Background: an optimization exercise with open tools, aiming at small area. Do not read the settings as production practice.
The RTL was checked by simulation tests, not by an equivalence proof against the original design.
Power and IR drop assume default switching activity.

## SD_TOP
module SD_TOP(
    input      rst_n,
    input      clk,
    input      SD_MISO,
    output     SD_CK,
    output     SD_MOSI,
    output     SD_CSn
);
function [12:0] dec13(input [12:0] x);
    integer i; reg bw;
    begin
        bw = 1'b1;
        for(i = 0; i < 13; i = i + 1)begin
            dec13[i] = x[i] ^ bw;
            bw       = bw & ~x[i];
        end
    end
endfunction
function [5:0] dec6(input [5:0] x);
    integer i; reg bw;
    begin
        bw = 1'b1;
        for(i = 0; i < 6; i = i + 1)begin
            dec6[i] = x[i] ^ bw;
            bw      = bw & ~x[i];
        end
    end
endfunction
function [3:0] dec4(input [3:0] x);
    integer i; reg bw;
    begin
        bw = 1'b1;
        for(i = 0; i < 4; i = i + 1)begin
            dec4[i] = x[i] ^ bw;
            bw      = bw & ~x[i];
        end
    end
endfunction
function [2:0] inc3(input [2:0] x);
    begin
        inc3 = {x[2] ^ (x[1] & x[0]), x[1] ^ x[0], ~x[0]};
    end
endfunction
reg [3:0] dv;
always@(posedge clk or negedge rst_n)begin
    if(!rst_n) dv <= 4'd0;
    else       dv <= dec4(dv);
end
wire rise = (dv == 4'd0);
  ...
Size in the first run: roughly 35 flip-flops, roughly 6 I/O pins.
Settings: LEC_CHECK=0, ABC_AREA=1, CAP_MARGIN=20, CORE_MARGIN=2, CORE_UTILIZATION=65, PLACE_DENSITY=0.75, SLEW_MARGIN=20; clock period 10.0 ns.
standard.sh (not shown) runs the stock make flow with config.mk's settings and CLKGATE_MAP_FILE= SYNTH_SCRIPT=/design/flow/synth_recipe.tcl, a recipe that flattens the netlist after the stock synthesis.
==> flow/flow/run.sh <==
#!/bin/bash
# Standard ORFS layout, except:
# - synthesis maps the logic with an area-oriented ABC script
#   (flow/abc_area.script, built around ABC's &deepsyn) and leaves adders to
#   ABC instead of mapping them to half/full-adder cells first. The
#   synthesis script itself (synth_recipe.tcl) and every register are
#   unchanged. &deepsyn is a randomised search, so synthesis runs once per
#   seed, in parallel, and the layout continues from the smallest netlist;
# - the port buffers are buf_1 cells;
# - clock tree synthesis uses a clkbuf_4 root, clkbuf_8 branches and no dummy loads.
set -euo pipefail
W=$PWD
SEEDS="1 2 3 4"
for k in $SEEDS; do
    rm -rf "$W/scripts_$k" "$W/orfs_$k"
    cp -r "$FLOW_HOME/scripts" "$W/scripts_$k"
    sed "s/SEED/$k/" "$W/flow/abc_area.script" > "$W/scripts_$k/abc_area.script"
    ( bash standard.sh synth SCRIPTS_DIR="$W/scripts_$k" ADDER_MAP_FILE= \
          WORK_HOME="$W/orfs_$k" > "$W/synth_$k.log" 2>&1 || true ) &
done
wait
best=""
bestarea=""
for k in $SEEDS; do
    f="$W/orfs_$k/reports/$FLOW_PLATFORM/SD_TOP/base/synth_stat.txt"
    [[ -f "$W/orfs_$k/results/$FLOW_PLATFORM/SD_TOP/base/1_synth.odb" && -f "$f" ]] || continue
    a=$(grep "Chip area" "$f" | awk '{print $NF}')
    echo "seed $k: synthesised area $a" >> "$W/synth_choice.log"
    if [[ -z "$best" ]] || awk -v a="$a" -v b="$bestarea" 'BEGIN{exit !(a < b)}'; then
        best=$k
        bestarea=$a
    fi
done
echo "using seed $best" >> "$W/synth_choice.log"
rm -rf "$W/orfs"
cp -a "$W/orfs_$best" "$W/orfs"
bash standard.sh finish \
    "BUFFER_PORTS_ARGS=-buffer_cell sky130_fd_sc_hd__buf_1" \
    "CTS_ARGS=-sink_clustering_enable -repair_clock_nets -dont_use_dummy_load -root_buf sky130_fd_sc_hd__clkbuf_4 -tree_buf sky130_fd_sc_hd__clkbuf_8 -buf_list sky130_fd_sc_hd__clkbuf_8" \
    > "$W/layout.log" 2>&1
==> flow/flow/abc_area.script <==
strash
dc2
&get -n; &deepsyn -T 300 -S SEED; &put
strash; &get -n; &dch -f; &nf -R 1000; &put
strash; &get -n; &dch -f; &nf -R 1000; &put
topo
dnsize
Change:
--- a/flow/flow/run.sh
+++ b/flow/flow/run.sh
@@ -9,14 +9,16 @@
 # - the port buffers are buf_1 cells;
-# - clock tree synthesis uses a clkbuf_4 root, clkbuf_8 branches and no dummy loads.
+# - clock tree synthesis uses clkbuf_4 buffers and no dummy loads.
 set -euo pipefail
 W=$PWD
-SEEDS="1 2 3 4"
-for k in $SEEDS; do
-    rm -rf "$W/scripts_$k" "$W/orfs_$k"
-    cp -r "$FLOW_HOME/scripts" "$W/scripts_$k"
-    sed "s/SEED/$k/" "$W/flow/abc_area.script" > "$W/scripts_$k/abc_area.script"
-    ( bash standard.sh synth SCRIPTS_DIR="$W/scripts_$k" ADDER_MAP_FILE= \
-          WORK_HOME="$W/orfs_$k" > "$W/synth_$k.log" 2>&1 || true ) &
+SEEDS="1 2 3 4 5 6 7 8"
+for wave in "1 2 3 4" "5 6 7 8"; do
+    for k in $wave; do
+        rm -rf "$W/scripts_$k" "$W/orfs_$k"
+        cp -r "$FLOW_HOME/scripts" "$W/scripts_$k"
+        sed "s/SEED/$k/" "$W/flow/abc_area.script" > "$W/scripts_$k/abc_area.script"
+        ( bash standard.sh synth SCRIPTS_DIR="$W/scripts_$k" ADDER_MAP_FILE= \
+              WORK_HOME="$W/orfs_$k" > "$W/synth_$k.log" 2>&1 || true ) &
+    done
+    wait
 done
-wait
 best=""
Wire length does not change.
Synthesized cell count does not change.
Design area stays the same.
Core utilization stays the same.
Cell count stays the same.
Die area stays the same.
Sequential share of layout area is unchanged.
Register-to-register slack stays flat.
Setup slack is unchanged.

blue:
The RTL this note starts from:
==> flow/design.v <==
module SD_TOP(
    input      rst_n,
    input      clk,
    input      SD_MISO,
    output     SD_CK,
    output     SD_MOSI,
    output     SD_CSn
);
function [12:0] dec13(input [12:0] x);
    integer i; reg bw;
    begin
        bw = 1'b1;
        for(i = 0; i < 13; i = i + 1)begin
            dec13[i] = x[i] ^ bw;
            bw       = bw & ~x[i];
        end
    end
endfunction
function [5:0] dec6(input [5:0] x);
    integer i; reg bw;
    begin
        bw = 1'b1;
        for(i = 0; i < 6; i = i + 1)begin
            dec6[i] = x[i] ^ bw;
            bw      = bw & ~x[i];
        end
    end
endfunction
function [3:0] dec4(input [3:0] x);
    integer i; reg bw;
    begin
        bw = 1'b1;
        for(i = 0; i < 4; i = i + 1)begin
            dec4[i] = x[i] ^ bw;
            bw      = bw & ~x[i];
        end
    end
endfunction
function [2:0] inc3(input [2:0] x);
    begin
        inc3 = {x[2] ^ (x[1] & x[0]), x[1] ^ x[0], ~x[0]};
    end
endfunction
reg [3:0] dv;
always@(posedge clk or negedge rst_n)begin
    if(!rst_n) dv <= 4'd0;
    else       dv <= dec4(dv);
end
wire rise = (dv == 4'd0);
wire fall = (dv == 4'd8);
assign SD_CK = dv[3];
localparam C0    = 5'd0,   
           W01   = 5'd1,   
           C8    = 5'd2,   
           WA    = 5'd3,   
           C55   = 5'd4,   
           C55W  = 5'd5,   
           A41   = 5'd6,   
           A41W  = 5'd7,   
           C17   = 5'd8,   
           RRESP = 5'd9,   
           RDUM  = 5'd10,  
           RREAD = 5'd11,  
           C24   = 5'd16,  
           WCW   = 5'd17,  
           WCP   = 5'd18,  
           WDATA = 5'd24,  
           WDATF = 5'd25,  
           WDUM  = 5'd26,  
           WFIRE = 5'd27;  
localparam [47:0] CMD0   = {8'h40,8'h00,8'h00,8'h00,8'h00,8'h95};
localparam [47:0] CMD8   = {8'h48,8'h00,8'h00,8'h01,8'haa,8'h87};
localparam [47:0] CMD55  = {8'h77,8'h00,8'h00,8'h00,8'h00,8'hff};
localparam [47:0] ACMD41 = {8'h69,8'h40,8'h00,8'h00,8'h00,8'hff};
localparam [47:0] CMD17  = {8'h51,8'h00,8'h00,8'h00,8'h00,8'hff};
localparam [47:0] CMD24  = {8'h58,8'h00,8'h00,8'h00,8'h00,8'hff};
reg [4:0]  st;
reg [12:0] mc;    
reg [5:0]  rc;    
reg        en,rv;
reg [3:0]  t;     
reg        mosi,cs;
reg [48:0] cv;
always@(*)begin
    case(st)
        C0     : cv = {CMD0  ,1'b1};
        C8     : cv = {CMD8  ,1'b1};
        C55    : cv = {CMD55 ,1'b1};
        A41    : cv = {ACMD41,1'b1};
        C17    : cv = {CMD17 ,1'b1};
        default: cv = {CMD24 ,1'b1};
    endcase
end
wire hi    = |mc[12:6];
wire pre    = hi | (mc[5] & mc[4] & (|mc[3:0]));
wire cbit   = pre ? 1'b1 : cv[mc[5:0]];
wire mz     = ~hi & (mc[5:0] == 6'd0);
wire m1     = (mc == 13'd1);
wire [12:0] mcd = dec13(mc);
wire [7:0] wbyte = (mc[12] & mc[5])   ? 8'hfe :
                   (mc[12:4] == 9'd1) ? 8'hff : mc[10:3];
wire wbit = wbyte[mc[2:0]];
wire p00 = (t == 4'b0111);
wire pfe = (t == 4'b1111);
wire b = SD_MISO;
always@(posedge clk or negedge rst_n)begin
    if(!rst_n)begin
        st   <= C0;
        mc   <= 13'd1073;
        rc   <= 6'd0;
        en   <= 1'b0;
        rv   <= 1'b0;
        t    <= 4'd0;
        mosi <= 1'b0;
        cs   <= 1'b0;
    end
    else if(fall)begin
        case(st)
            C0,C8,C55,A41,C17,C24:begin
                cs   <= pre;
                mosi <= cbit;
                mc   <= mcd;
                if(!pre)begin
                    if(mz)begin
                        mc <= (st == C17) ? 13'd128 : 13'd0;
                        st <= (st == C0) ? W01 : (st == C8) ? WA : RRESP;
                    end
                    else if(m1 & (st == C55 | st == A41))begin
                        mc <= 13'd127;
                        st <= (st == C55) ? C55W : A41W;
                    end
                    else if(m1 & (st == C24))begin
                        mc <= 13'd2047;
                        st <= WCW;
                    end
                end
            end
            W01:begin
                mosi <= 1'b1;
                cs   <= rv;
                if(rv)begin
                    st <= t[1] ? C8 : C0;
                    mc <= t[1] ? 13'd1072 : 13'd1073;
                end
            end
            WA:begin
                if(rv)begin
                    cs <= 1'b1;
                    st <= t[2] ? C55 : C8;
                    mc <= t[2] ? 13'd48 : 13'd50;
                end
                else begin
                    cs   <= 1'b0;
                    mosi <= 1'b1;
                end
            end
            C55W:begin
                if(!mz)begin
                    mosi <= 1'b1;
                    mc   <= mcd;
                    cs   <= rv & t[1];
                    if(rv & t[1])begin
                        st <= A41;
                        mc <= 13'd48;
                    end
                end
                else begin
                    cs <= 1'b1;
                    st <= C8;
                    mc <= 13'd50;
                end
            end
            A41W:begin
                if(!mz)begin
                    cs   <= 1'b0;
                    mosi <= 1'b1;
                    mc   <= mcd;
                    if(rv & t[0])begin
                        st <= C17;
                        mc <= 13'd98;
                    end
                end
                else begin
                    cs <= 1'b1;
                    st <= C8;
                    mc <= 13'd50;
                end
            end
            RRESP:begin
                if(!mz)begin
                    cs <= 1'b0;
                    mc <= mcd;
                    if(p00)begin
                        st <= RDUM;
                        mc <= 13'd2048;
                    end
                end
                else begin
                    cs <= 1'b1;
                    st <= C17;
                    mc <= 13'd97;
                end
            end
            RDUM:begin
                if(!mz)begin
                    mc <= mcd;
                    if(pfe)begin
                        st <= RREAD;
                        mc <= 13'd4104;
                    end
                end
                else begin
                    st <= C17;
                    mc <= 13'd97;
                end
            end
            RREAD:begin
                if(!mz) mc <= mcd;
                else begin
                    st <= C24;
                    mc <= 13'd50;
                end
            end
            WCW:begin
                if(!mz) mc <= mcd;
                else begin
                    st <= C24;
                    mc <= 13'd49;
                end
            end
            WCP:begin
                if(!mz) mc <= mcd;
                else begin
                    st   <= WDATA;
                    mc   <= 13'd4135;
                    cs   <= 1'b1;
                    mosi <= 1'b1;
                end
            end
            WDATA,WDATF:begin
                cs <= 1'b0;
                if(mc[12:4] == 9'd0)begin
                    mosi <= 1'b1;
                    st   <= (st == WDATA) ? WDUM : WFIRE;
                end
                else begin
                    mosi <= wbit;
                    mc   <= mcd;
                end
                if(st == WDATF) rc <= (|rc) ? dec6(rc) : rc;
            end
            WFIRE:begin
                rc <= (|rc) ? dec6(rc) : rc;
                if(rc == 6'd0) cs <= 1'b1;
            end
            default:;
        endcase
    end
    else if(rise)begin
        case(st[4:3])
            2'b00:begin 
                if(!mosi)begin
                    en <= 1'b0;
                    t  <= 4'd0;
                end
                else if(!b & !en)begin
                    rv   <= 1'b0;
                    en   <= 1'b1;
                    rc   <= 6'd47;
                    t[0] <= 1'b1;
                end
                else if(en)begin
                    if(rc != 6'd0)begin
                        rc <= dec6(rc);
                        if(rc >= 6'd42)      t[0] <= t[0] & ~b;
                        else if(rc == 6'd41) begin
                            t[1] <= t[0] &  b;
                            t[0] <= t[0] & ~b;
                        end
                        else if(rc == 6'd20) t[2] <= ~b;
                        else if(rc == 6'd19 | rc == 6'd18) t[2] <= t[2] & ~b;
                        else if(rc == 6'd17) t[2] <= t[2] & b;
                    end
                    else begin
                        rv <= 1'b1;
                        en <= 1'b0;
                    end
                end
                else rv <= 1'b0;
            end
            2'b01:begin 
                if(t[3])begin
                    if(t[2:0] == 3'd7) t <= b ? 4'b1000 : 4'b0001;
                    else if(b)         t <= {1'b1, (t[2:0] == 3'd6) ? 3'd6 : inc3(t[2:0])};
                    else               t <= (t[2:0] == 3'd6) ? 4'b1111 : 4'b0000;
                end
                else begin
                    if(b) t <= 4'b1000;
                    else  t <= {1'b0, (t[2:0] == 3'd7) ? 3'd7 : inc3(t[2:0])};
                end
            end
            2'b10:begin 
                if(!mosi | b) t <= 4'd0;
                else          t <= {1'b0, (t[2:0] == 3'd7) ? 3'd7 : inc3(t[2:0])};
                if(st == WCW & mosi & !b & (t[2:0] == 3'd7) & (hi | (mc[5] & (mc[4] | (mc[3] & (|mc[2:0]))))))begin
                    st <= WCP;
                    mc <= 13'd40;
                end
            end
            default:begin 
                if(st == WDATF & !mosi)begin
                    st <= WDATA;
                    t  <= 4'd3;
                end
                if(st == WDATA | st == WDUM)begin
                    if(!mosi) t <= 4'd3;
                    else if(t[3])begin
                        if(!b) t <= 4'd8;
                        else if(t[2:0] == 3'd7)begin
                            st <= (st == WDATA) ? WDATF : WFIRE;
                            rc <= 6'd40;
                        end
                        else t <= {t[3], inc3(t[2:0])};
                    end
                    else begin
                        case(t[2:0])
                            3'd0: t <= b ? 4'd1 : 4'd0;
                            3'd1: t <= b ? 4'd2 : 4'd0;
                            3'd2: t <= b ? 4'd3 : 4'd0;
                            3'd3: t <= b ? 4'd3 : 4'd4;
                            3'd4: t <= b ? 4'd1 : 4'd5;
                            3'd5: t <= b ? 4'd6 : 4'd0;
                            3'd6: t <= b ? 4'd2 : 4'd7;
                            3'd7: t <= b ? 4'd9 : 4'd0;
                        endcase
                    end
                end
            end
        endcase
    end
end
assign SD_MOSI = mosi;
assign SD_CSn  = cs;
endmodule
Settings: LEC_CHECK=0, ABC_AREA=1, CAP_MARGIN=20, CORE_MARGIN=2, CORE_UTILIZATION=40, PLACE_DENSITY=0.6, SLEW_MARGIN=20; clock period 10.0 ns.
==> flow/flow/run.sh <==
#!/bin/bash
# Standard ORFS layout, except:
# - synthesis maps the logic with an area-oriented ABC script
#   (flow/abc_area.script) and leaves adders to ABC instead of mapping them
#   to half/full-adder cells first; the synthesis script itself
#   (synth_recipe.tcl) and every register are unchanged;
# - the port buffers are buf_1 cells;
# - clock tree synthesis uses clkbuf_4 cells and no dummy loads.
set -euo pipefail
W=$PWD
rm -rf "$W/scripts_area"
cp -r "$FLOW_HOME/scripts" "$W/scripts_area"
cp "$W/flow/abc_area.script" "$W/scripts_area/abc_area.script"
bash standard.sh synth SCRIPTS_DIR="$W/scripts_area" ADDER_MAP_FILE= > "$W/synth.log" 2>&1
bash standard.sh finish \
    "BUFFER_PORTS_ARGS=-buffer_cell sky130_fd_sc_hd__buf_1" \
    "CTS_ARGS=-sink_clustering_enable -repair_clock_nets -dont_use_dummy_load -buf_list sky130_fd_sc_hd__clkbuf_4 -root_buf sky130_fd_sc_hd__clkbuf_4" \
    > "$W/layout.log" 2>&1
==> flow/flow/abc_area.script <==
strash
dc2
&get -n; &deepsyn -T 150; &put
strash; &get -n; &dch -f; &nf -R 1000; &put
strash; &get -n; &dch -f; &nf -R 1000; &put
topo
dnsize
Relative to blue, the following input files were edited for red:
==> flow/flow/run.sh <==
#!/bin/bash
# Standard ORFS layout, except that synthesis maps the logic with an
# area-oriented ABC script (flow/abc_area.script) and leaves adders to ABC
# instead of mapping them to half/full-adder cells first. The synthesis
# script itself (synth_recipe.tcl) and every register are unchanged.
set -euo pipefail
W=$PWD
rm -rf "$W/scripts_area"
cp -r "$FLOW_HOME/scripts" "$W/scripts_area"
cp "$W/flow/abc_area.script" "$W/scripts_area/abc_area.script"
bash standard.sh synth SCRIPTS_DIR="$W/scripts_area" ADDER_MAP_FILE= > "$W/synth.log" 2>&1
bash standard.sh > "$W/layout.log" 2>&1
==> flow/flow/abc_area.script <==
strash
&get -n
&fraig -x
&put
scorr
dc2
strash; &get -n; &dch -f; &nf -R 1000; &put
strash; &get -n; &dch -f; &nf -R 1000; &put
strash; &get -n; &dch -f; &nf -R 1000; &put
strash; &get -n; &dch -f; &nf -R 1000; &put
topo
dnsize
Notes after the runs:
Growth of design area from synthesis to finish (red over blue): increase, 2.7 points. In red, the cell count after synthesis came out 32% above the value in blue. Between blue and red, path length in cells of the critical path is higher for blue, red comes in under that. Net switching power of the design of red exceeds that of blue by more than a quarter. blue vs red, termination of the worst setup path: st[0] vs st[1].

## afterwards: timing with drivers on the ports
No port has a modelled driver above. Below, the same layouts with a new extraction and two added sets of constraints. Step 1 (the two cells are an assumption about what drives the block):
set clk [get_ports {clk}]
set_driving_cell -lib_cell sky130_fd_sc_hd__clkbuf_16 $clk
set_driving_cell -lib_cell sky130_fd_sc_hd__buf_2 [delete_from_list [all_inputs] $clk]
Step 2 adds t to the input delays and takes it off the output delays; t is the mean of the earliest and latest rising clock arrival at the registers after step 1. Input paths then give back, and output paths get back, about the clock's delay inside the block. a / b / c = ideal ports / drivers / drivers and shift; a / b = the first two.
run	shift t [ns]	setup slack, ns	clock arrival spread, ns	pins driven straight from the clock port
the first run of note 1	0.362	6.275 / 6.275 / 6.071	0.018 / 0.018	1
the second run of note 1	0.362	6.275 / 6.275 / 6.071	0.018 / 0.018	1
blue	0.370	5.828 / 5.838 / 5.467	0.010 / 0.011	1
red	0.329	5.763 / 5.777 / 5.448	0.015 / 0.015	1
After both steps every run listed still meets setup and hold. The setup slack of blue, which loses most, moves by +0.010 ns with the drivers and by -0.361 ns with both steps.
